What follows belongs to an exercise in optimizing a design on an open flow for small area and a short achievable clock period; a production flow would make more cautious choices.
RTL that was checked went through simulation tests only; none was proved equivalent to the original.
Power figures rest on the tool's default switching activity, not on a simulated workload.

Design top, start of the top module:
module top (
  input  logic        clk,
  input  logic        rst_n,
  input  logic [15:0] setpoint,
  input  logic [15:0] feedback,
  input  logic [15:0] Kp,
  input  logic [15:0] Ki,
  input  logic [15:0] Kd,
  input  logic [15:0] clk_prescaler,
  output logic [15:0] control_signal
);
export LEC_CHECK = 0
export CAP_MARGIN = 20
export CORE_MARGIN = 2
export CORE_UTILIZATION = 40
export SETUP_SLACK_MARGIN = 5
export SLEW_MARGIN = 20
export SYNTH_HIERARCHICAL = 1
export SYNTH_MINIMUM_KEEP_SIZE = 0
create_clock -name core_clock -period 12.5 [get_ports {clk}]
standard.sh (not shown) runs the stock make flow with config.mk's settings and CLKGATE_MAP_FILE= SYNTH_SCRIPT=/design/flow/synth_recipe.tcl, a recipe that flattens the netlist after the stock synthesis.
==> flow/flow/run.sh <==
#!/bin/bash
# The standard layout, with the port buffers made of plain buf_1 cells
# instead of the delay buffers buffer_ports picks on its own, and a larger
# setup margin for timing repair.
set -euo pipefail
export BUFFER_PORTS_ARGS="-buffer_cell sky130_fd_sc_hd__buf_1"
bash standard.sh SETUP_SLACK_MARGIN=6.5 finish > standard.log 2>&1
The baseline finished with timing, DRC and antenna clean.
Rerun with:
==> flow/run.sh (new file) <==
#!/bin/bash
# synth_recipe.tcl (not shown) runs the flow's synth.tcl, then flattens the netlist and writes it again
# the make line also repeats each setting of config.mk as NAME=value (left out here)
make -C /OpenROAD-flow-scripts/flow DESIGN_CONFIG=/design/flow/config.mk WORK_HOME=/design/flow/orfs CLKGATE_MAP_FILE= SYNTH_SCRIPT=/design/flow/synth_recipe.tcl finish
- CTS_BUF_LIST: not set -> sky130_fd_sc_hd__clkbuf_4 sky130_fd_sc_hd__clkbuf_8
- CTS_CLUSTER_SIZE: not set -> 40
removed: flow/flow/run.sh
removed: flow/standard.sh
After rerunning: The new run finished clean; sequential power is about the same; first-iteration DRC count goes down by 13%; area after synthesis is unchanged; cell count fell by about 1.9%.
Rerun with:
==> flow/flow/run.sh (new file) <==
#!/bin/bash
# The standard layout, with the port buffers made of plain buf_1 cells
# instead of the delay buffers buffer_ports picks on its own, and a larger
# setup margin for timing repair.
set -euo pipefail
export BUFFER_PORTS_ARGS="-buffer_cell sky130_fd_sc_hd__buf_1"
bash standard.sh SETUP_SLACK_MARGIN=6.5 finish > standard.log 2>&1
==> flow/standard.sh (new file) <==
#!/bin/bash
# synth_recipe.tcl (not shown) runs the flow's synth.tcl, then flattens the netlist and writes it again
# the make line also repeats each setting of config.mk as NAME=value (left out here)
make -C /OpenROAD-flow-scripts/flow DESIGN_CONFIG=/design/flow/config.mk WORK_HOME=/design/flow/orfs CLKGATE_MAP_FILE= SYNTH_SCRIPT=/design/flow/synth_recipe.tcl "${@:-finish}"
- GPL_ROUTABILITY_DRIVEN: not set -> 0
- PLACE_DENSITY: not set -> 0.7
removed: flow/run.sh
After rerunning:
- The changed run completed with no timing, DRC or antenna violations
- die area does not change
- global-route usage rises by 0.16 points
- wire length rises by 3.6%
- cell count rises by 2.2%
- power falls by 0.62%
- worst setup slack improves by 1.3 ns
- worst hold slack improves by 0.012 ns
- synthesized cell count stays the same
- core utilization rises by 1.5 points
- flip-flop and latch count is unchanged
Rerun with:
--- a/flow/flow/run.sh
+++ b/flow/flow/run.sh
@@ -7 +7 @@
-bash standard.sh SETUP_SLACK_MARGIN=6.5 finish > standard.log 2>&1
+bash standard.sh SETUP_SLACK_MARGIN=6.5 SETUP_MOVE_SEQUENCE=unbuffer,sizeup,swap,buffer finish > standard.log 2>&1
- GPL_ROUTABILITY_DRIVEN: 0 -> not set
- PLACE_DENSITY: 0.7 -> not set
What happened: Final cell count drops by 0.62%. Area after synthesis does not change. Synthesized cell count is unchanged. Final area drops by 1.1%.


## the reference run
Another version of the RTL of top (not shown whole).
Size in the first run: roughly 1900 cells after synthesis, about 97 flip-flops, roughly 16000 um2 of cells after synthesis.
// top
module top (
  input  logic        clk,
  input  logic        rst_n,
  input  logic [15:0] setpoint,
  input  logic [15:0] feedback,
  input  logic [15:0] Kp,
  input  logic [15:0] Ki,
  input  logic [15:0] Kd,
  input  logic [15:0] clk_prescaler,
  output logic [15:0] control_signal
);
==> flow/config.mk <==
export PLATFORM = sky130hd
export DESIGN_NAME = top
export DESIGN_NICKNAME = top
export VERILOG_FILES = /design/flow/design.v
export SDC_FILE = /design/flow/constraint.sdc
export NUM_CORES = 4
export LEC_CHECK = 0
export ABC_AREA = 1
export CAP_MARGIN = 20
export CORE_MARGIN = 2
export CORE_UTILIZATION = 40
export SETUP_SLACK_MARGIN = 5
export SLEW_MARGIN = 20
export SYNTH_HIERARCHICAL = 1
export SYNTH_MINIMUM_KEEP_SIZE = 0
==> flow/constraint.sdc <==
create_clock -name core_clock -period 12.5 [get_ports {clk}]
set_input_delay 2.5000 -clock core_clock [delete_from_list [all_inputs] [get_ports {clk}]]
set_output_delay 2.5000 -clock core_clock [all_outputs]
set_load 0.01 [all_outputs]
==> flow/flow/run.sh <==
#!/bin/bash
# The standard layout, with the port buffers made of plain buf_1 cells
# instead of the delay buffers buffer_ports picks on its own, and a larger
# setup margin for timing repair.
set -euo pipefail
export BUFFER_PORTS_ARGS="-buffer_cell sky130_fd_sc_hd__buf_1"
bash standard.sh SETUP_SLACK_MARGIN=6.5 finish > standard.log 2>&1
The reference run reached the final stage; the timing, DRC and antenna checks on its layout passed.
For the trial run, these inputs were changed with respect to the reference run:
- ABC_AREA: 1 -> unset
[summary]
Comparing the trial run and the reference run, the lower number of cells on the critical path was measured on the reference run. Setup slack (higher): the reference run. Met3 wire length (the trial run over the reference run): decrease, 120 um. Critical path launch point: Kd[0] -> the reference run, feedback[0] -> the trial run. Compared with the reference run, the trial run shows a number of cells traversed by the worst register-to-register path that is 1 higher. Summary of the comparison: worst-case headroom to the max-slew limit is higher in the trial run, relative to the reference run.
Function was not checked in any run of this note: the RTL went through the layout flow alone.


Another version of the RTL of top (not shown whole).
Size in the first run: ~1600 cells after synthesis, about 97 flip-flops, ~110 I/O pins, ~15000 um^2 of cells after synthesis.
make LEC_CHECK=0 CAP_MARGIN=20 CORE_MARGIN=2 CORE_UTILIZATION=40 SETUP_SLACK_MARGIN=4.5 SLEW_MARGIN=20 SYNTH_HIERARCHICAL=1 SYNTH_MINIMUM_KEEP_SIZE=0 finish   # period 12.5 ns
run.sh (not shown) runs the stock make flow with config.mk's settings and CLKGATE_MAP_FILE= SYNTH_SCRIPT=/design/flow/synth_recipe.tcl, a recipe that flattens the netlist after the stock synthesis.
Stock flow here: none of the scripts above is used.
Edit:
Settings changed: ABC_AREA set to 1.
Effect: The new run completed without violations; clock-buffer cell count came out lower by 1; area after synthesis increases by 2.7%; combinational power goes down by about 2%; hold slack gets worse by 26 ps; synthesized cell count went up by 26%; register-to-register slack degrades by 160 ps; cell area climbs by 1.0%; power is lower by 2.0%; routed wire length goes up by 9.6%; sequential share of layout area went down by 0.15 points; sequential cell count does not change.


top, a different RTL version from the one above (not shown whole).
Size in the first run: ~1900 cells after synthesis, roughly 97 flip-flops, roughly 110 I/O pins, ~16000 sq um of cells after synthesis.
export LEC_CHECK = 0
export ABC_AREA = 1
export CAP_MARGIN = 20
export CORE_MARGIN = 2
export CORE_UTILIZATION = 40
export SETUP_SLACK_MARGIN = 5
export SLEW_MARGIN = 20
export SYNTH_HIERARCHICAL = 1
export SYNTH_MINIMUM_KEEP_SIZE = 0
create_clock -name core_clock -period 12.5 [get_ports {clk}]
standard.sh (not shown) runs the stock make flow with config.mk's settings and CLKGATE_MAP_FILE= SYNTH_SCRIPT=/design/flow/synth_recipe.tcl, a recipe that flattens the netlist after the stock synthesis.
==> flow/flow/run.sh <==
#!/bin/bash
# The standard layout, with the port buffers made of plain buf_1 cells
# instead of the delay buffers buffer_ports picks on its own, and a larger
# setup margin for timing repair.
set -euo pipefail
export BUFFER_PORTS_ARGS="-buffer_cell sky130_fd_sc_hd__buf_1"
bash standard.sh SETUP_SLACK_MARGIN=8 finish > standard.log 2>&1
Then changed:
==> flow/run.sh (new file) <==
#!/bin/bash
# synth_recipe.tcl (not shown) runs the flow's synth.tcl, then flattens the netlist and writes it again
# the make line also repeats each setting of config.mk as NAME=value (left out here)
make -C /OpenROAD-flow-scripts/flow DESIGN_CONFIG=/design/flow/config.mk WORK_HOME=/design/flow/orfs CLKGATE_MAP_FILE= SYNTH_SCRIPT=/design/flow/synth_recipe.tcl finish
removed: flow/flow/run.sh
removed: flow/standard.sh
=>
- The changed run passed the timing, DRC and antenna checks
- cell count came out lower by 3.3%
- register-to-register slack is worse by 0.05 ns
- synthesized cell count does not change
- die area stays the same
- combinational power came out lower by 15%
- non-clock buffer count came out lower by 88
Then changed:
==> flow/flow/run.sh (new file) <==
#!/bin/bash
# The standard layout, with the port buffers made of plain buf_1 cells
# instead of the delay buffers buffer_ports picks on its own, and power
# recovery (downsizing of cells off the critical paths) after global routing.
set -euo pipefail
export BUFFER_PORTS_ARGS="-buffer_cell sky130_fd_sc_hd__buf_1"
export RECOVER_POWER=100
bash standard.sh finish > standard.log 2>&1
==> flow/standard.sh (new file) <==
#!/bin/bash
# synth_recipe.tcl (not shown) runs the flow's synth.tcl, then flattens the netlist and writes it again
# the make line also repeats each setting of config.mk as NAME=value (left out here)
make -C /OpenROAD-flow-scripts/flow DESIGN_CONFIG=/design/flow/config.mk WORK_HOME=/design/flow/orfs CLKGATE_MAP_FILE= SYNTH_SCRIPT=/design/flow/synth_recipe.tcl "${@:-finish}"
removed: flow/run.sh
After rerunning: Now the flow finished with capacitance limit, slew limit left; combinational power is lower by 9.9%; sequential cell count is unchanged; utilization goes down by 3.3 points; clock skew falls by 0.0047 ns; non-clock buffer count goes down by 33; sequential power hardly moves; die area is unchanged; setup slack is worse by 1.4 ns; routed wire length falls by 1.3%; synthesized area does not change.
Then changed:
==> flow/flow/run.sh (replaced) <==
#!/bin/bash
# The standard layout, with the port buffers made of plain buf_2 cells
# instead of the delay buffers buffer_ports picks on its own.
set -euo pipefail
export BUFFER_PORTS_ARGS="-buffer_cell sky130_fd_sc_hd__buf_2"
bash standard.sh finish > standard.log 2>&1
After rerunning: This time the run finished clean. Cell count stays flat. Global-route usage climbs by 0.46 points. Worst hold slack is worse by 0.0061 ns. Setup slack is better by 1.4 ns. Design area climbs by 2.0%.
Then changed:
==> flow/flow/run.sh (replaced) <==
#!/bin/bash
# The standard layout, with the port buffers made of plain buf_1 cells
# instead of the delay buffers buffer_ports picks on its own, and a larger
# setup margin for timing repair.
set -euo pipefail
export BUFFER_PORTS_ARGS="-buffer_cell sky130_fd_sc_hd__buf_1"
bash standard.sh SETUP_SLACK_MARGIN=6.5 finish > standard.log 2>&1
--- a/flow/config.mk
+++ b/flow/config.mk
@@ -10,3 +10,3 @@
 export CORE_MARGIN = 2
-export CORE_UTILIZATION = 40
+export CORE_UTILIZATION = 55
 export SETUP_SLACK_MARGIN = 5
What happened:
- The new run completed with no timing, DRC or antenna violations
- setup slack gains 0.92 ns
- global-route usage rises by 9.4 points
- cell area rises by about 10%
- synthesized cell count is unchanged
- count of clock-buffer cells in the layout is unchanged
- first-iteration DRC count rises by 11%
- sequential cell count stays the same
Then changed:
--- a/flow/config.mk
+++ b/flow/config.mk
@@ -10,3 +10,3 @@
 export CORE_MARGIN = 2
-export CORE_UTILIZATION = 55
+export CORE_UTILIZATION = 40
 export SETUP_SLACK_MARGIN = 5
The changed run passed the timing, DRC and antenna checks.
Via count fell by 1.9%.
Non-clock buffer count decreases by 21.
Die area is higher by 37%.


red:
top, a different RTL version from the one above (not shown whole).
Size in the first run: ~1400 cells after synthesis.
Settings: LEC_CHECK=0, CAP_MARGIN=20, CORE_MARGIN=2, CORE_UTILIZATION=40, CTS_BUF_LIST=sky130_fd_sc_hd__clkbuf_4 sky130_fd_sc_hd__clkbuf_8, CTS_CLUSTER_SIZE=40, SETUP_SLACK_MARGIN=5, SLEW_MARGIN=20, SYNTH_HIERARCHICAL=1, SYNTH_MINIMUM_KEEP_SIZE=0; clock period 12.5 ns.
==> flow/flow/run.sh <==
#!/bin/bash
# The standard layout, with the port buffers made of plain buf_1 cells
# instead of the delay buffers buffer_ports picks on its own, and a larger
# setup margin for timing repair.
set -euo pipefail
export BUFFER_PORTS_ARGS="-buffer_cell sky130_fd_sc_hd__buf_1"
bash standard.sh SETUP_SLACK_MARGIN=7.1 finish > standard.log 2>&1
## Diff of input files: blue against red
-- flow/flow/run.sh --
<<< red, line 5
set -euo pipefail
export BUFFER_PORTS_ARGS="-buffer_cell sky130_fd_sc_hd__buf_1"
bash standard.sh SETUP_SLACK_MARGIN=7.1 finish > standard.log 2>&1
>>> blue, line 5
set -euo pipefail
export BUFFER_PORTS_ARGS="-buffer_cell sky130_fd_sc_hd__buf_1"
bash standard.sh SETUP_SLACK_MARGIN=6.5 finish > standard.log 2>&1
Findings:
When blue is measured against red, its met2 wire length turns out 890 um lower.
Between blue and red, the difference in share of flip-flops with an asynchronous set or reset after synthesis is negligible.
Of blue and red, blue shows the lower non-clock buffer instance count of the final layout, with red above it.
[compare] base=red new=blue: relative contribution of the clock network to total power went up; number of cells on the worst reg-to-reg path went down.
Run comparison: blue slowest cell on the critical path fa_1; red slowest cell on the critical path fa_2
Compared with red, in blue peak ir drop on the vdd network -about 22%, final critical-path share of the clock period has increased, maximum operating frequency lost about 0.47%, via count went down 1.9%.
The inputs of green differ from those of blue as listed below.
-- flow/flow/run.sh --
<<< blue, line 5
set -euo pipefail
export BUFFER_PORTS_ARGS="-buffer_cell sky130_fd_sc_hd__buf_1"
bash standard.sh SETUP_SLACK_MARGIN=6.5 finish > standard.log 2>&1
>>> green, line 5
set -euo pipefail
export BUFFER_PORTS_ARGS="-buffer_cell sky130_fd_sc_hd__buf_1"
bash standard.sh SETUP_SLACK_MARGIN=6.8 finish > standard.log 2>&1
Results
green went all the way through the flow, and no timing, DRC or antenna check failed.
Post-detailed-routing wire length: green worse than blue
[compare] base=blue new=green: total of cells resized after clock tree synthesis higher, final instance area higher, fmax higher, sequential cell count roughly the same, count of non-filler cells in the finished layout higher.
Against blue, placed standard-cell area in green rose slightly.
green vs blue, number of clock buffer instances in the layout went down by 1.
No run of this note included a check of the RTL's function; only the layout flow was run.


Setup of main:
top, a different RTL version from the one above (not shown whole).
Size in the first run: ~2000 cells after synthesis, ~110 I/O pins, roughly 0.016 mm² of cells after synthesis.
clock: 12.5 ns
lec_check: 0
abc_area: 1
cap_margin: 20
core_margin: 2
core_utilization: 40
setup_slack_margin: 5
slew_margin: 20
synth_hierarchical: 1
synth_minimum_keep_size: 0
==> flow/flow/run.sh <==
#!/bin/bash
# The standard layout, with the port buffers made of plain buf_1 cells
# instead of the delay buffers buffer_ports picks on its own, and a larger
# setup margin for timing repair.
set -euo pipefail
export BUFFER_PORTS_ARGS="-buffer_cell sky130_fd_sc_hd__buf_1"
bash standard.sh SETUP_SLACK_MARGIN=5.5 finish > standard.log 2>&1
> inputs changed (main -> the feature branch)
diff --git a/flow/flow/run.sh b/flow/flow/run.sh
--- a/flow/flow/run.sh
+++ b/flow/flow/run.sh
@@ -5,3 +5,3 @@
 set -euo pipefail
 export BUFFER_PORTS_ARGS="-buffer_cell sky130_fd_sc_hd__buf_1"
-bash standard.sh SETUP_SLACK_MARGIN=5.5 finish > standard.log 2>&1
+bash standard.sh SETUP_SLACK_MARGIN=6.0 finish > standard.log 2>&1
### Flow results
- main: full flow OK, the timing, DRC and antenna checks passed
- Per the final summary, the feature branch finished and its layout is clean on timing, DRC and antenna.
- Diff main -> the feature branch | utilization | increase of 0.27 points
- Between main and the feature branch, number of signal-net buffers in the layout increased.
- Looking only at post-cts gate resize count, and setting everything else aside, the lower value of main and the feature branch goes to main.
- Changes observed in the feature branch relative to main: final clock period utilization by the worst path shrank by 2.4 points, combinational share of power essentially unchanged, total internal power saw an increase.
- Between main and the feature branch, the overall routed net length figures differ only marginally.
- [compare] base=main new=the feature branch: post-route minimum period decreased 0.30 ns; area growth from synthesis to layout increased 0.68 points; final instance count without filler cells essentially unchanged.
- The clock skew was comparable across main and the feature branch.

## port drivers added, routing unchanged
How much do the figures lean on ideal ports? The routed layouts below were timed once more, with nothing changed but the port constraints. Step 1 sets driving cells, clkbuf_16 on the clock port and buf_2 on the other inputs (assumed; they add their load-dependent delay and slew). Step 2 adds t to the input delays and takes it off the output delays; t is the mean of the earliest and latest rising clock arrival at the registers after step 1. Input paths then give back, and output paths get back, about the clock's delay inside the block. Three values: ideal ports, drivers, drivers and shift; two values: the first two.
| run | t (ns) | setup WS [ns] | worst setup path at the end | latest minus earliest clock arrival (ns) | slew at the worst register clock pin (ns) |
|---|---|---|---|---|---|
| the first run of note 1 | 0.470 | 6.554 / 6.568 / 6.114 | input to register | 0.010 / 0.009 | 0.06 / 0.06 |
| the second run of note 1 | 0.481 | 5.217 / 5.235 / 4.754 | input to register | 0.018 / 0.019 | 0.09 / 0.09 |
| the third run of note 1 | 0.508 | 6.542 / 6.568 / 6.060 | input to register | 0.030 / 0.030 | 0.10 / 0.10 |
| the fourth run of note 1 | 0.494 | 6.527 / 6.527 / 6.076 | input to register | 0.018 / 0.019 | 0.09 / 0.09 |
| the reference run | 0.412 | 5.932 / 5.961 / 5.549 | input to register | 0.013 / 0.014 | 0.08 / 0.08 |
| the trial run | 0.407 | 5.620 / 5.605 / 5.198 | input to register | 0.012 / 0.011 | 0.08 / 0.08 |
| the first run of note 3 | 0.414 | 4.626 / 4.652 / 4.238 | input to register | 0.015 / 0.015 | 0.08 / 0.08 |
| the second run of note 3 | 0.434 | 4.870 / 4.902 / 4.468 | input to register | 0.016 / 0.017 | 0.09 / 0.09 |
| the first run of note 4 | 0.413 | 6.096 / 6.096 / 5.683 | input to register | 0.017 / 0.017 | 0.08 / 0.08 |
| the second run of note 4 | 0.410 | 5.214 / 5.234 / 4.824 | input to register | 0.020 / 0.020 | 0.09 / 0.09 |
| the third run of note 4 | 0.415 | 3.770 / 3.798 / 3.382 | input to register | 0.015 / 0.015 | 0.09 / 0.09 |
| the fourth run of note 4 | 0.410 | 5.181 / 5.214 / 4.804 | input to register | 0.009 / 0.009 | 0.08 / 0.08 |
| the fifth run of note 4 | 0.410 | 6.099 / 6.083 / 5.673 | input to register | 0.019 / 0.018 | 0.09 / 0.09 |
| the sixth run of note 4 | 0.422 | 6.085 / 6.093 / 5.671 | input to register | 0.011 / 0.011 | 0.08 / 0.08 |
| red | 0.523 | 6.584 / 6.598 / 6.075 | input to register | 0.018 / 0.018 | 0.08 / 0.08 |
| blue | 0.512 | 6.555 / 6.568 / 6.056 | input to register | 0.024 / 0.024 | 0.10 / 0.10 |
| green | 0.515 | 6.613 / 6.625 / 6.110 | input to register | 0.018 / 0.018 | 0.09 / 0.09 |
| main | 0.481 | 5.834 / 5.863 / 5.381 | input to register | 0.012 / 0.011 | 0.07 / 0.07 |
| the feature branch | 0.482 | 6.135 / 6.163 / 5.681 | input to register | 0.014 / 0.014 | 0.07 / 0.07 |
The setup slack of red, which loses most, moves by +0.014 ns with the drivers and by -0.509 ns with both steps.
